This is an optimization exercise on Yosys and OpenROAD, whose aim is small area and a short achievable clock period, not a production implementation.
Only simulation tests tie the RTL to the original design; equivalence was not proved.

## flow/design.v (module list and top-level ports; edited modules follow where they fit)
// module rca: 14 lines
// module divu32: 69 lines
// module mul32lo: 928 lines
// module ULA: 58 lines
// module regFile: 20 lines
// module mx32: 5 lines
// module MEMdados: 18 lines
// module binToBCD: 33 lines
// module add3: 8 lines
// module add3s: 8 lines
// module display7segmentos: 17 lines
// module unidadeProcessamento: 97 lines
module unidadeProcessamento(clk, instr, switches, reset, zero, neg, overflow, nHLT, endereco, result,
sdmilhao, smilhao, scmilhar, sdmilhar, smilhar ,scentesimal, sdecimal, sunidade) ;
	input clk;
	input [31:0] instr;
	input [17:0] switches;
	input reset;
	input nHLT;
	output zero, neg, overflow;
	output [8:0] endereco;
	output [31:0] result;
	output [6:0] sdmilhao, smilhao, scmilhar, sdmilhar, smilhar ,scentesimal, sdecimal, sunidade;
	wire [5:0] op = instr[31:26];
	wire [4:0] fA = instr[25:21];
	wire [4:0] fB = instr[20:16];
	wire [4:0] fC = instr[15:11];
	reg [8:0] pc;
	assign endereco = pc;
	wire [31:0] DA, DB, rdMem;
	wire eq, lt, gt;
	ULA Unidade_Logica_Aritmetica(.op(op), .DA(DA), .DB(DB), .imm(instr[20:0]),
		.result(result), .overflow(overflow), .eq(eq), .lt(lt), .gt(gt));
  // ...
==> flow/run.sh <==
#!/bin/bash
# synth_recipe.tcl (not shown) runs the flow's synth.tcl, then flattens the netlist and writes it again
# the make line also repeats each setting of config.mk as NAME=value (left out here)
make -C /OpenROAD-flow-scripts/flow DESIGN_CONFIG=/design/flow/config.mk WORK_HOME=/design/flow/orfs CLKGATE_MAP_FILE= SYNTH_SCRIPT=/design/flow/synth_recipe.tcl finish
==> flow/config.mk <==
export PLATFORM = sky130hd
export DESIGN_NAME = unidadeProcessamento
export DESIGN_NICKNAME = unidadeProcessamento
export VERILOG_FILES = /design/flow/design.v
export SDC_FILE = /design/flow/constraint.sdc
export NUM_CORES = 4
export LEC_CHECK = 0
export ABC_AREA = 1
export CAP_MARGIN = 20
export CORE_MARGIN = 2
export CORE_UTILIZATION = 62
export PLACE_DENSITY = 0.7
export SLEW_MARGIN = 20
export SYNTH_HIERARCHICAL = 1
==> flow/constraint.sdc <==
create_clock -name core_clock -period 550.0 [get_ports {clk}]
set_input_delay 110.0000 -clock core_clock [delete_from_list [all_inputs] [get_ports {clk}]]
set_output_delay 110.0000 -clock core_clock [all_outputs]
set_load 0.01 [all_outputs]
==> metrics.cfg, run 1 <==
[setup_path]
cp-end-kind = output pin
critPathRequiredTime_ns = 440.00
start_kind = input port
crit_slowest_cell = nor2_2

[final_layout]
final_nets = 21200
seq_share = 0.364
mostFrequentLayoutCells = nand2_1 (8,104), edfxtp_1 (2,048), nor2_1 (1,605)
largest_cell_class = multi-input combinational cells
finalNonFillerCells = 23400
nonClockInverterCount = 1564

[detailed_routing]
dr.max_layer_used = met5
post-route-drc-count = 0
drt-met1-wl_mm = 205

[timing]
setup_tns_ns = 0
clock_skew_ns = 0.103
worst_pin_slew_ns = 1.21
final.period_utilization = 0.530

[run]
maxCapViolations = 0

[clock_network]
ctsHtreeMaxLevel = 4
cts_sinks = 2057

[place]
io_buffer_count = 152
dp.cells = 23000

[synthesis]
syn-cell-area_sq_um = 155000

[status]
status = complete, no violations

[floorplanning]
start_util = 0.623

==> module divu32, before the edit <==
module divu32(n, d, q, r);
	input [31:0] n, d;
	output [31:0] q, r;
	wire [33:0] d1 = {2'b00, d};
	wire [33:0] d3 = d1 + {1'b0, d, 1'b0};
	wire [34:0] hz1, hz3;    
	assign hz1[34] = 1'b1;
	assign hz3[34] = 1'b1;
	genvar k;
	generate for (k = 33; k >= 0; k = k - 1) begin : hz
		assign hz1[k] = hz1[k+1] & ~d1[k];
		assign hz3[k] = hz3[k+1] & ~d3[k];
	end endgenerate
	wire [31:0] rm [0:16];
	assign rm[16] = 32'd0;
	genvar s, m, l, i;
	generate for (s = 15; s >= 0; s = s - 1) begin : st
		localparam W = 32 - 2 * s;
		wire [W-1:0] x;
		if (W == 2) begin : top
			assign x = n[31:30];
		end else begin : oth
			assign x = {rm[s+1][W-3:0], n[2*s+1], n[2*s]};
		end
		wire [W-1:0] f [1:3];
		wire [3:1] ge;
		for (m = 1; m <= 3; m = m + 1) begin : cm
			localparam B = (m == 2) ? 1 : 0;       
			localparam V = W - B;
			localparam L = (V <= 2) ? 1 : (V <= 4) ? 2 : (V <= 8) ? 3 : (V <= 16) ? 4 : 5;
			wire [V-1:0] xv = x[W-1:B];
			wire [V-1:0] yv = (m == 3) ? d3[V-1:0] : d1[V-1:0];
			wire [V-1:0] g [0:L];
			wire [V-1:0] p [0:L];
			wire [V-1:0] pp = ~(xv ^ yv);
			assign g[0] = (xv & ~yv) | {{(V-1){1'b0}}, pp[0]};
			assign p[0] = pp;
			for (l = 0; l < L; l = l + 1) begin : lv
				for (i = 0; i < V; i = i + 1) begin : bt
					if (((i >> l) & 1) == 1) begin : cb
						localparam integer J = ((i >> (l + 1)) << (l + 1)) + (1 << l) - 1;
						assign g[l+1][i] = g[l][i] | (p[l][i] & g[l][J]);
						assign p[l+1][i] = p[l][i] & p[l][J];
					end else begin : ps
						assign g[l+1][i] = g[l][i];
						assign p[l+1][i] = p[l][i];
					end
				end
			end
			wire [V:0] c = {g[L], 1'b1};
			if (B == 1) begin : sh
				assign f[m] = {pp ^ c[V-1:0], x[0]};
			end else begin : ns
				assign f[m] = pp ^ c[V-1:0];
			end
			wire hz = (m == 3) ? hz3[W] : (m == 2) ? hz1[W-1] : hz1[W];
			assign ge[m] = hz & c[V];
		end
		assign q[2*s+1] = ge[2];
		assign q[2*s] = ge[3] | (ge[1] & ~ge[2]);
		wire [W-1:0] nr = ge[3] ? f[3] : ge[2] ? f[2] : ge[1] ? f[1] : x;
		if (W == 32) begin : last
			assign rm[s] = nr;
		end else begin : mid
			assign rm[s] = {{(32-W){1'b0}}, nr};
		end
	end endgenerate
	assign r = rm[0];
endmodule
==> module ULA, before the edit <==
module ULA(op, DA, DB, imm, result, overflow, eq, lt, gt);
	input [5:0] op;
	input [31:0] DA, DB;
	input [20:0] imm;
	output reg [31:0] result;
	output reg overflow;
	output eq, lt, gt;
	wire i16 = (op == 6'd2) | (op == 6'd3) | (op == 6'd7) | (op == 6'd8) | (op == 6'd11) |
	           (op == 6'd12) | (op == 6'd25) | (op == 6'd33) | (op == 6'd34) | (op == 6'd38) | (op == 6'd39);
	wire i21 = (op == 6'd30) | (op == 6'd32);
	wire i12 = (op == 6'd27) | (op == 6'd28) | (op == 6'd42) | (op == 6'd43);
	wire [31:0] B = i16 ? {16'd0, imm[15:0]} : i21 ? {11'd0, imm} : i12 ? {20'd0, imm[20:9]} : DB;
	wire isadd = (op == 6'd0) | (op == 6'd2) | (op == 6'd7) | (op == 6'd8);
	wire [31:0] sum;
	wire cy;
	rca #(32) as (.a(DA), .b(isadd ? B : ~B), .ci(~isadd), .s(sum), .co(cy));
	assign eq = ~|sum;
	assign lt = ~cy;
	assign gt = cy & ~eq;
	wire [31:0] prod;
	wire movf;
	mul32lo mu (.a(DA), .b(B), .p(prod), .ovf(movf));
	wire [31:0] quo, rem;
	divu32 dv (.n(DA), .d(B), .q(quo), .r(rem));
	wire right = (op == 6'd12);
	reg [31:0] rin, rout;
	integer t;
	always @(*)
		for (t = 0; t < 32; t = t + 1) rin[t] = right ? DA[31-t] : DA[t];
	wire [31:0] sh = (|imm[15:5]) ? 32'd0 : (rin << imm[4:0]);
	always @(*)
		for (t = 0; t < 32; t = t + 1) rout[t] = right ? sh[31-t] : sh[t];
	always @(*) begin
		result = 32'd0;
		overflow = 1'b0;
		case (op)
			6'd0, 6'd2, 6'd7, 6'd8: begin result = cy ? 32'd0 : sum; overflow = cy; end
			6'd1, 6'd3: result = sum;
			6'd4, 6'd38: result = DA & B;
			6'd5, 6'd39: result = DA | B;
			6'd6: result = {31'd0, ~|DA};
			6'd11, 6'd12: result = rout;
			6'd15, 6'd16, 6'd27, 6'd28: result = {31'd0, ~eq};
			6'd17: result = DA;
			6'd18, 6'd33: result = {31'd0, lt};
			6'd19, 6'd34: result = {31'd0, gt};
			6'd24, 6'd25: begin result = movf ? 32'd0 : prod; overflow = movf; end
			6'd29, 6'd30: result = quo;
			6'd31, 6'd32: result = rem;
			6'd35: result = DA ^ B;
			6'd36: result = ~(DA & B);
			6'd37: result = ~(DA | B);
			6'd40, 6'd42: result = {31'd0, ~lt};
			6'd41, 6'd43: result = {31'd0, ~gt};
			default: ;
		endcase
	end
endmodule
==> module unidadeProcessamento, before the edit <==
module unidadeProcessamento(clk, instr, switches, reset, zero, neg, overflow, nHLT, endereco, result,
sdmilhao, smilhao, scmilhar, sdmilhar, smilhar ,scentesimal, sdecimal, sunidade) ;
	input clk;
	input [31:0] instr;
	input [17:0] switches;
	input reset;
	input nHLT;
	output zero, neg, overflow;
	output [8:0] endereco;
	output [31:0] result;
	output [6:0] sdmilhao, smilhao, scmilhar, sdmilhar, smilhar ,scentesimal, sdecimal, sunidade;
	wire [5:0] op = instr[31:26];
	wire [4:0] fA = instr[25:21];
	wire [4:0] fB = instr[20:16];
	wire [4:0] fC = instr[15:11];
	reg [8:0] pc;
	assign endereco = pc;
	wire [31:0] DA, DB, rdMem;
	wire eq, lt, gt;
	ULA Unidade_Logica_Aritmetica(.op(op), .DA(DA), .DB(DB), .imm(instr[20:0]),
		.result(result), .overflow(overflow), .eq(eq), .lt(lt), .gt(gt));
	assign zero = ~|result;
	assign neg = result[31];
	reg we;
	reg [1:0] dsel;    
	reg [2:0] wsel;    
	always @(*) begin
		we = 1'b1; dsel = 2'd1; wsel = 3'd0;
		case (op)
			6'd0, 6'd1, 6'd4, 6'd5, 6'd18, 6'd19, 6'd24, 6'd29, 6'd31, 6'd35, 6'd36, 6'd37: dsel = 2'd2;
			6'd2, 6'd3, 6'd6, 6'd11, 6'd12, 6'd25, 6'd30, 6'd32, 6'd33, 6'd34, 6'd38, 6'd39: dsel = 2'd1;
			6'd7: wsel = 3'd2;
			6'd9: begin dsel = 2'd0; wsel = 3'd3; end
			6'd10: wsel = 3'd1;
			6'd20: begin dsel = 2'd0; wsel = 3'd4; end
			6'd26: begin dsel = 2'd0; wsel = 3'd5; end
			default: we = 1'b0;
		endcase
	end
	wire [4:0] wa = (dsel == 2'd0) ? fA : (dsel == 2'd1) ? fB : fC;
	reg [31:0] wd;
	always @(*)
		case (wsel)
			3'd1: wd = DA;
			3'd2: wd = rdMem;
			3'd3: wd = {11'd0, instr[20:0]};
			3'd4: wd = {14'd0, switches};
			3'd5: wd = {23'd0, pc};
			default: wd = result;
		endcase
	regFile Banco_de_Registradores(.ck(clk), .we(we), .wa(wa), .wd(wd),
		.ra1(fA), .ra2(fB), .rd1(DA), .rd2(DB));
	MEMdados memoria_de_dados(.ck(clk), .we(op == 6'd8), .addr(result[4:0]), .wd(DB), .rd(rdMem));
	reg taken;
	always @(*)
		case (op)
			6'd15, 6'd27: taken = eq;
			6'd16, 6'd28: taken = ~eq;
			6'd17: taken = DA[31];
			6'd40, 6'd42: taken = lt;
			6'd41, 6'd43: taken = gt;
			default: taken = 1'b0;
		endcase
	wire [8:0] pc1 = pc + 9'd1;
	always @(posedge clk) begin
		if (~reset)
			pc <= 9'd0;
		else if (op == 6'd23 && nHLT)
			pc <= pc;
		else if (op == 6'd13 || op == 6'd26)
			pc <= instr[8:0];
		else if (op == 6'd14)
			pc <= DA[8:0];
		else if (taken)
			pc <= pc1 + instr[8:0];
		else
			pc <= pc1;
	end
	wire [31:0] bcd;
	binToBCD conversorBCD(.dataBin(DA), .bcd(bcd));
	wire [55:0] segd;
	genvar g;
	generate for (g = 0; g < 8; g = g + 1) begin : dg
		display7segmentos d7 (.numero(bcd[4*g +: 4]), .outDisplay(segd[7*g +: 7]));
	end endgenerate
	localparam [6:0] BLANK = ~7'b0000000, DASH = ~7'b0000001,
		HH = ~7'b0110111, LL = ~7'b0001110, TT = ~7'b1000110;
	reg [55:0] seg;
	always @(*)
		case (op)
			6'd21: seg = segd;
			6'd44: seg = {8{DASH}};
			6'd23: seg = {{5{BLANK}}, HH, LL, TT};
			default: seg = {8{BLANK}};
		endcase
	assign {sdmilhao, smilhao, scmilhar, sdmilhar, smilhar, scentesimal, sdecimal, sunidade} = seg;
endmodule
==> run 2, diff against run 1 <==
--- a/flow/design.v
+++ b/flow/design.v
@@ -1,23 +1,9 @@
-module rca #(parameter W = 32) (a, b, ci, s, co);
-	input [W-1:0] a, b;
-	input ci;
-	output [W-1:0] s;
-	output co;
-	wire [W:0] c;
-	assign c[0] = ci;
-	genvar i;
-	generate for (i = 0; i < W; i = i + 1) begin : fab
-		assign s[i] = a[i] ^ b[i] ^ c[i];
-		assign c[i+1] = (a[i] & b[i]) | (c[i] & (a[i] ^ b[i]));
-	end endgenerate
-	assign co = c[W];
-endmodule
-module divu32(n, d, q, r);
+module divu32(n, d, q, r, rz);
 	input [31:0] n, d;
 	output [31:0] q, r;
+	output rz;       
 	wire [33:0] d1 = {2'b00, d};
 	wire [33:0] d3 = d1 + {1'b0, d, 1'b0};
-	wire [34:0] hz1, hz3;    
+	wire [34:0] hz1;         
 	assign hz1[34] = 1'b1;
-	assign hz3[34] = 1'b1;
 	genvar k;
@@ -25,3 +11,7 @@
 		assign hz1[k] = hz1[k+1] & ~d1[k];
-		assign hz3[k] = hz3[k+1] & ~d3[k];
+	end endgenerate
+	wire [32:0] hz3;
+	generate for (k = 2; k <= 32; k = k + 2) begin : h3
+		localparam [63:0] K = ((64'd1 << k) - 64'd1) / 64'd3;
+		assign hz3[k] = hz1[k-1] & (d[k-2:0] <= K[k-2:0]);
 	end endgenerate
@@ -77,2 +67,4 @@
 			assign rm[s] = nr;
+			wire z1 = ~|f[1], z2 = ~|f[2], z3 = ~|f[3], z0 = ~|x;
+			assign rz = ge[3] ? z3 : ge[2] ? z2 : ge[1] ? z1 : z0;
 		end else begin : mid
@@ -1011,3 +1003,3 @@
 endmodule
-module ULA(op, DA, DB, imm, result, overflow, eq, lt, gt);
+module ULA(op, DA, DB, imm, result, overflow, zero, eq, lt, gt, maddr);
 	input [5:0] op;
@@ -1017,3 +1009,5 @@
 	output reg overflow;
+	output zero;
 	output eq, lt, gt;
+	output [4:0] maddr;      
 	wire i16 = (op == 6'd2) | (op == 6'd3) | (op == 6'd7) | (op == 6'd8) | (op == 6'd11) |
@@ -1026,3 +1020,11 @@
 	wire cy;
-	rca #(32) as (.a(DA), .b(isadd ? B : ~B), .ci(~isadd), .s(sum), .co(cy));
+	wire [31:0] bb = isadd ? B : ~B;
+	wire [32:0] ac;
+	assign ac[0] = ~isadd;
+	genvar ai;
+	generate for (ai = 0; ai < 32; ai = ai + 1) begin : addb
+		assign sum[ai] = DA[ai] ^ bb[ai] ^ ac[ai];
+		assign ac[ai+1] = (DA[ai] & bb[ai]) | (ac[ai] & (DA[ai] ^ bb[ai]));
+	end endgenerate
+	assign cy = ac[32];
 	assign eq = ~|sum;
@@ -1034,3 +1036,5 @@
 	wire [31:0] quo, rem;
-	divu32 dv (.n(DA), .d(B), .q(quo), .r(rem));
+	wire remz;
+	divu32 dv (.n(DA), .d(B), .q(quo), .r(rem), .rz(remz));
+	assign maddr = cy ? 5'd0 : sum[4:0];
 	wire right = (op == 6'd12);
@@ -1043,24 +1047,23 @@
 		for (t = 0; t < 32; t = t + 1) rout[t] = right ? sh[31-t] : sh[t];
+	reg [31:0] rest;
 	always @(*) begin
-		result = 32'd0;
+		rest = 32'd0;
 		overflow = 1'b0;
 		case (op)
-			6'd0, 6'd2, 6'd7, 6'd8: begin result = cy ? 32'd0 : sum; overflow = cy; end
-			6'd1, 6'd3: result = sum;
-			6'd4, 6'd38: result = DA & B;
-			6'd5, 6'd39: result = DA | B;
-			6'd6: result = {31'd0, ~|DA};
-			6'd11, 6'd12: result = rout;
-			6'd15, 6'd16, 6'd27, 6'd28: result = {31'd0, ~eq};
-			6'd17: result = DA;
-			6'd18, 6'd33: result = {31'd0, lt};
-			6'd19, 6'd34: result = {31'd0, gt};
-			6'd24, 6'd25: begin result = movf ? 32'd0 : prod; overflow = movf; end
-			6'd29, 6'd30: result = quo;
-			6'd31, 6'd32: result = rem;
-			6'd35: result = DA ^ B;
-			6'd36: result = ~(DA & B);
-			6'd37: result = ~(DA | B);
-			6'd40, 6'd42: result = {31'd0, ~lt};
-			6'd41, 6'd43: result = {31'd0, ~gt};
+			6'd0, 6'd2, 6'd7, 6'd8: begin rest = cy ? 32'd0 : sum; overflow = cy; end
+			6'd1, 6'd3: rest = sum;
+			6'd4, 6'd38: rest = DA & B;
+			6'd5, 6'd39: rest = DA | B;
+			6'd6: rest = {31'd0, ~|DA};
+			6'd11, 6'd12: rest = rout;
+			6'd15, 6'd16, 6'd27, 6'd28: rest = {31'd0, ~eq};
+			6'd17: rest = DA;
+			6'd18, 6'd33: rest = {31'd0, lt};
+			6'd19, 6'd34: rest = {31'd0, gt};
+			6'd24, 6'd25: begin rest = movf ? 32'd0 : prod; overflow = movf; end
+			6'd35: rest = DA ^ B;
+			6'd36: rest = ~(DA & B);
+			6'd37: rest = ~(DA | B);
+			6'd40, 6'd42: rest = {31'd0, ~lt};
+			6'd41, 6'd43: rest = {31'd0, ~gt};
 			default: ;
@@ -1068,2 +1071,8 @@
 	end
+	wire isdiv = (op == 6'd29) | (op == 6'd30);
+	wire ismod = (op == 6'd31) | (op == 6'd32);
+	always @(*)
+		result = isdiv ? quo : ismod ? rem : rest;
+	wire hzd = ~|B;
+	assign zero = isdiv ? (lt & ~hzd) : ismod ? remz : ~|rest;
 endmodule
@@ -1197,5 +1206,5 @@
 	wire eq, lt, gt;
+	wire [4:0] maddr;
 	ULA Unidade_Logica_Aritmetica(.op(op), .DA(DA), .DB(DB), .imm(instr[20:0]),
-		.result(result), .overflow(overflow), .eq(eq), .lt(lt), .gt(gt));
-	assign zero = ~|result;
+		.result(result), .overflow(overflow), .zero(zero), .eq(eq), .lt(lt), .gt(gt), .maddr(maddr));
 	assign neg = result[31];
@@ -1230,3 +1239,3 @@
 		.ra1(fA), .ra2(fB), .rd1(DA), .rd2(DB));
-	MEMdados memoria_de_dados(.ck(clk), .we(op == 6'd8), .addr(result[4:0]), .wd(DB), .rd(rdMem));
+	MEMdados memoria_de_dados(.ck(clk), .we(op == 6'd8), .addr(maddr), .wd(DB), .rd(rdMem));
 	reg taken;
==> flow/flow/run.sh (new file) <==
#!/bin/bash
set -euo pipefail
HERE=$(pwd)
python3 "$HERE/flow/make_synth.py" "$FLOW_HOME/scripts/synth.tcl" "$HERE/synth_recipe.tcl" "$HERE" > "$HERE/make_synth.log" 2>&1
bash "$HERE/standard.sh" SYNTH_SCRIPT="$HERE/mixed_synth_recipe.tcl" finish > "$HERE/standard_make.log" 2>&1
==> flow/flow/make_synth.py (new file) <==
#!/usr/bin/env python3
"""Write mixed_synth.tcl (ORFS synth.tcl with ABC run per module) and
mixed_synth_recipe.tcl (synth_recipe.tcl sourcing it) into the work folder."""
import sys
orfs_synth, synth_recipe, out = sys.argv[1:4]
AREA_MODULES = "divu32 mul32lo"
s = open(orfs_synth).read()
old = "  log_cmd abc {*}$abc_args\n"
assert s.count(old) == 1, "abc call not found"
new = (
    "  set abc_rest [lrange $abc_args 2 end]\n"
    "  log_cmd abc -script $::env(SCRIPTS_DIR)/abc_area.script {*}$abc_rest " + AREA_MODULES + "\n"
    "  log_cmd abc -script $::env(SCRIPTS_DIR)/abc_speed.script {*}$abc_rest * "
    + " ".join(m + " %d" for m in AREA_MODULES.split()) + "\n"
)
s = s.replace(old, new)
open(out + "/mixed_synth.tcl", "w").write(s)
b = open(synth_recipe).read()
src = "source $::env(SCRIPTS_DIR)/synth.tcl"
assert b.count(src) == 1, "synth.tcl source line not found"
b = b.replace(src, "source " + out + "/mixed_synth.tcl")
open(out + "/mixed_synth_recipe.tcl", "w").write(b)
print("wrote", out + "/mixed_synth.tcl", out + "/mixed_synth_recipe.tcl")
==> flow/standard.sh (new file) <==
#!/bin/bash
# synth_recipe.tcl (not shown) runs the flow's synth.tcl, then flattens the netlist and writes it again
# the make line also repeats each setting of config.mk as NAME=value (left out here)
make -C /OpenROAD-flow-scripts/flow DESIGN_CONFIG=/design/flow/config.mk WORK_HOME=/design/flow/orfs CLKGATE_MAP_FILE= SYNTH_SCRIPT=/design/flow/synth_recipe.tcl "${@:-finish}"
--- a/flow/config.mk
+++ b/flow/config.mk
@@ -7,7 +7,9 @@
 export LEC_CHECK = 0
-export ABC_AREA = 1
+export ABC_AREA = 0
 export CAP_MARGIN = 20
 export CORE_MARGIN = 2
-export CORE_UTILIZATION = 62
-export PLACE_DENSITY = 0.7
+export CORE_UTILIZATION = 70
+export CTS_CLUSTER_DIAMETER = 90
+export CTS_CLUSTER_SIZE = 30
+export PLACE_DENSITY = 0.78
 export SLEW_MARGIN = 20
removed: flow/run.sh
==> run 2 against run 1 <==
Compared with the run above: synthesized cell count is 26% lower; the flow now stops in global routing; area after synthesis down 4.7%.
==> metrics.cfg, run 2 <==
[floorplanning]
die_x_um = 463  ; was 504 um
ioPinCount = 153  ; unchanged
die_height_um = 463  ; was 504 um
rows = 168  ; was 183
start_util = 0.704  ; was 0.623

[clock_network]
post_cts_resized = 0  ; unchanged
cts_sinks = 2057  ; unchanged
post_cts_buffers = 0  ; unchanged
numCtsBuffers = 80  ; was 192
postCtsHoldBufs = 0  ; unchanged
cts.path.max_buffers = 3  ; unchanged
ctsHtreeMaxLevel = 3  ; was 4
root_buffer = clkbuf_16  ; unchanged

[status]
stop_error = [ERROR GRT-0232] Routing congestion too high. Check the congestion heatmap in the GUI.
stop_stage = global routing
status = aborted with a tool error  ; was complete, no violations

[global_route]
track_usage = 0.793
grt_overflow = 325
grt_antenna_before_repair = 163
grt_start_max_net_pins = 48

[synthesis]
syn-cell-area_sq_um = 147000  ; was 155,000 sq um
synth_fp_nets = 15800  ; was 20,800
synth_warnings = 13  ; unchanged
syn_area_per_cell_sq_um = 10.3  ; was 7.99 sq um
synthCells = 14400  ; was 19,400

[place]
io_buffer_count = 152  ; unchanged
placed_area_sq_um = 155000  ; was 163,000 sq um
dp_hpwl_mm = 437  ; was 426 mm
routabilityCongestion = 1.13  ; was 1.08

## run 2: how the worst max path moves through the flow
stage / depth (start not counted) / slack (ns) / endpoint
after CTS: 396 / 263.89 / result[21]
after detailed placement: 397 / 264.14 / result[0]
after global placement: 396 / 265.97 / result[0]
after floorplan: 376 / 276.51 / neg
## run 2: metal layers
| layer | overflow | GRT usage |
|---|---|---|
| met1 | 34 | 0.783 |
| met3 | 45 | 0.686 |
| met2 | 108 | 0.933 |
| met5 | 8 | 0.460 |
| met4 | 130 | 0.761 |
## run 2: metrics by stage
stage          hold WS (ns)  setup slack (ns)  cells   util
4_1_cts               0.644            263.89  17500  0.752
3_5_place_dp          0.626            264.14  17400  0.741
3_3_place_gp          0.619            265.97  17400  0.739
2_1_floorplan         0.562            276.51  14400      -

afterwards: timing with drivers on the ports:
In the flow no input, the clock included, has a driving cell. The finished layout below was timed again as built, in two steps.
Step 1 assumes that a clkbuf_16 drives the clock port and a buf_2 every other input.
Step 2, shift: input delay + t, output delay - t, t = (earliest + latest rising clock arrival at the registers) / 2. This alone moves slack from input paths to output paths.
Slacks: no drivers / after step 1 / after step 2; pairs: no drivers / after step 1.
run: run 1
t, ns: 0.977
setup slack, ns: 258.644 / 258.623 / 258.623
worst register clock-pin slew, ns: 0.08 / 0.08
cell pins on the clock port's net: 1
After both steps setup and hold are still met in run 1. For run 1, drivers alone change the setup slack by -0.021 ns; drivers and shift together by -0.021 ns.
